From an optimization exercise on the open Yosys and OpenROAD flow, aimed at small area, a short achievable clock period and few clock cycles; shortcuts taken in it are not production practice.
Power is estimated from default activity; no workload was simulated.

==> flow/design.v <==
`timescale 1ns / 1ps
module pipeline_6(
    clk,
    rst,
    imem_addr,
    imem_rdata,
    dmem_addr,
    dmem_wdata,
    dmem_wmask,
    dmem_we,
    dmem_rdata
);
input clk, rst;
output [31:0] imem_addr;
input  [31:0] imem_rdata;
output [31:0] dmem_addr;
output [31:0] dmem_wdata;
output [3:0]  dmem_wmask;
output        dmem_we;
input  [31:0] dmem_rdata;
reg  [31:2] pcF;
reg         vD;
reg  [31:0] iD;
reg  [31:2] pcD;
reg         vE;
reg  [31:0] aE, bE, sE;
reg  [31:2] altE;
reg  [2:0]  f3E;
reg         subE, opE, brE, jlE, jrE, ldE, stE, wE, predE;
reg  [4:0]  rdE;
reg         wenM, stM, ldM;
reg  [31:0] resM, sdM;
reg  [3:0]  wmM;
reg  [2:0]  f3M;
reg  [4:0]  rdM;
reg  [31:0] rf [1:31];
wire [4:0] op = iD[6:2];
wire dJ    = op[4] &  op[1];                       
wire dJR   = op[4] & ~op[1] &  op[0];              
wire dBR   = op[4] & ~op[0];                       
wire dU    = ~op[4] & op[2] & op[0];               
wire dLUI  = dU & op[3];
wire dLD   = ~op[4] & ~op[2] & ~op[3];             
wire dST   = ~op[4] & ~op[2] &  op[3];             
wire dOPI  = ~op[4] &  op[2] & ~op[0] & ~op[3];    
wire dOP   = ~op[4] &  op[2] & ~op[0] &  op[3];    
wire [2:0] f3 = iD[14:12];
wire [4:0] rs1 = iD[19:15];
wire [4:0] rs2 = iD[24:20];
wire [4:0] rd  = iD[11:7];
wire use1 = ~dJ & ~dU;
wire use2 = dBR | dST | dOP;
wire dW   = ~dBR & ~dST & (rd != 5'd0);
wire [31:0] immI = {{20{iD[31]}}, iD[31:20]};
wire [31:0] immS = {{20{iD[31]}}, iD[31:25], iD[11:7]};
wire [31:0] immU = {iD[31:12], 12'd0};
wire [31:2] immB = {{20{iD[31]}}, iD[7], iD[30:25], iD[11:9]};
wire [31:2] immJ = {{12{iD[31]}}, iD[19:12], iD[20], iD[30:22]};
wire [31:2] tgtD  = pcD + (dJ ? immJ : immB);
wire        predD = dJ | (dBR & iD[31]);
wire stallD = vD & vE & ldE & wE &
              ((use1 & (rdE == rs1)) | (use2 & (rdE == rs2)));
wire [31:0] resE;
wire [31:0] wbM;
wire [31:0] rf1 = (rs1 == 5'd0) ? 32'd0 : rf[rs1];
wire [31:0] rf2 = (rs2 == 5'd0) ? 32'd0 : rf[rs2];
wire fE1 = vE & wE & (rdE == rs1);
wire fE2 = vE & wE & (rdE == rs2);
wire fM1 = wenM & (rdM == rs1);
wire fM2 = wenM & (rdM == rs2);
wire [31:0] r1 = fE1 ? resE : fM1 ? wbM : rf1;
wire [31:0] r2 = fE2 ? resE : fM2 ? wbM : rf2;
wire [31:0] aD = dU ? (dLUI ? 32'd0 : {pcD, 2'b00}) : r1;
wire [31:0] bD = (dOP | dBR) ? r2 : dST ? immS : dU ? immU : immI;
wire [31:0] bx   = bE ^ {32{subE}};
wire [32:0] sum  = {1'b0, aE} + {1'b0, bx} + {32'd0, subE};
wire        ltu  = ~sum[32];
wire        lt   = (aE[31] ^ bE[31]) ? aE[31] : sum[31];
wire        eq   = (aE == bE);
wire [31:0] sra  = $signed(aE) >>> bE[4:0];
wire [31:0] srl  = aE >> bE[4:0];
wire [31:0] sll  = aE << bE[4:0];
reg [31:0] alu;
always @(*) begin
    case (opE ? f3E : 3'd0)
    3'd0: alu = sum[31:0];
    3'd1: alu = sll;
    3'd2: alu = {31'd0, lt};
    3'd3: alu = {31'd0, ltu};
    3'd4: alu = aE ^ bE;
    3'd5: alu = subE ? sra : srl;
    3'd6: alu = aE | bE;
    default: alu = aE & bE;
    endcase
end
assign resE = jlE ? {altE, 2'b00} : alu;
wire taken = (f3E[2] ? (f3E[1] ? ltu : lt) : eq) ^ f3E[0];
wire redirE = vE & ((brE & (taken ^ predE)) | jrE);
wire [31:2] tgtE = jrE ? sum[31:2] : altE;
wire redirD = vD & predD & ~stallD & ~redirE;
wire [3:0] wm = f3E[1] ? 4'b1111 :
                f3E[0] ? (sum[1] ? 4'b1100 : 4'b0011) :
                         (4'b0001 << sum[1:0]);
wire [31:0] sd = f3E[1] ? sE : f3E[0] ? {2{sE[15:0]}} : {4{sE[7:0]}};
assign dmem_addr  = resM;
assign dmem_we    = stM;
assign dmem_wdata = sdM;
assign dmem_wmask = wmM;
wire [15:0] ldh = resM[1] ? dmem_rdata[31:16] : dmem_rdata[15:0];
wire [7:0]  ldb = resM[0] ? ldh[15:8] : ldh[7:0];
wire [31:0] ldv = f3M[1] ? dmem_rdata :
                  f3M[0] ? {{16{ldh[15] & ~f3M[2]}}, ldh} :
                           {{24{ldb[7] & ~f3M[2]}}, ldb};
assign wbM = ldM ? ldv : resM;
assign imem_addr = {pcF, 2'b00};
always @(posedge clk) begin
    if (rst)
        pcF <= 30'd0;
    else if (redirE)
        pcF <= tgtE;
    else if (stallD)
        pcF <= pcF;
    else if (redirD)
        pcF <= tgtD;
    else
        pcF <= pcF + 30'd1;
end
always @(posedge clk) begin
    if (rst)
        vD <= 1'b0;
    else if (!stallD)
        vD <= ~redirE & ~redirD;
    if (!stallD) begin
        iD  <= imem_rdata;
        pcD <= pcF;
    end
end
always @(posedge clk) begin
    if (rst)
        vE <= 1'b0;
    else
        vE <= vD & ~stallD & ~redirE;
    aE    <= aD;
    bE    <= bD;
    sE    <= r2;
    altE  <= (dBR & ~iD[31]) ? tgtD : pcF;
    f3E   <= dBR ? f3 : (dOP | dOPI) ? f3 : (dLD | dST) ? f3 : 3'd0;
    subE  <= dBR | (dOP & iD[30] & (f3 == 3'd0)) | ((dOP | dOPI) & iD[30] & (f3 == 3'd5)) |
             ((dOP | dOPI) & (f3[2:1] == 2'b01));
    opE   <= dOP | dOPI;
    brE   <= dBR;
    jlE   <= dJ | dJR;
    jrE   <= dJR;
    ldE   <= dLD;
    stE   <= dST;
    wE    <= dW;
    predE <= iD[31];
    rdE   <= rd;
end
always @(posedge clk) begin
    if (rst) begin
        wenM <= 1'b0;
        stM  <= 1'b0;
    end else begin
        wenM <= vE & wE;
        stM  <= vE & stE;
    end
    ldM  <= ldE;
    f3M  <= f3E;
    rdM  <= rdE;
    resM <= resE;
    sdM  <= sd;
    wmM  <= wm;
end
always @(posedge clk) begin
    if (wenM)
        rf[rdM] <= wbM;
end
endmodule
clock: 10.0 ns
lec_check: 0
abc_clock_period_in_ps: 3000
cap_margin: 20
core_margin: 2
core_utilization: 40
place_density: 0.6
setup_slack_margin: 5
slew_margin: 20
run.sh (not shown) runs the stock make flow with config.mk's settings and CLKGATE_MAP_FILE= SYNTH_SCRIPT=/design/flow/synth_recipe.tcl, a recipe that flattens the netlist after the stock synthesis.
Then changed:
--- a/flow/config.mk
+++ b/flow/config.mk
@@ -12,3 +12,2 @@
 export PLACE_DENSITY = 0.6
-export SETUP_SLACK_MARGIN = 5
 export SLEW_MARGIN = 20
Non-clock buffer count falls by 5.
Power is about the same.
Combinational power stays flat.
No run of this note included a check of the RTL's function; only the layout flow was run.

## re-timing with driven ports
In the flow no input, the clock included, has a driving cell. The finished layouts below were timed again as built, in two steps.
Step 1: set_driving_cell puts a clkbuf_16 on clk and a buf_2 on each other input, an assumption about the parent block.
Step 2 times the ports against the registers' clock, not the clock port: input delays grow and output delays shrink by t, the midpoint of the rising clock arrivals with the driver on.
Slacks: no drivers / after step 1 / after step 2; pairs: no drivers / after step 1.
| run | shift t [ns] | setup slack, ns | worst register clock-pin slew, ns |
|---|---|---|---|
| the first run | 0.844 | 4.982 / 4.982 / 4.454 | 0.07 / 0.07 |
| the second run | 0.842 | 4.514 / 4.514 / 4.433 | 0.07 / 0.07 |
After both steps every run listed still meets setup and hold. The setup slack of the first run, which loses most, moves by 0.000 ns with the drivers and by -0.528 ns with both steps.
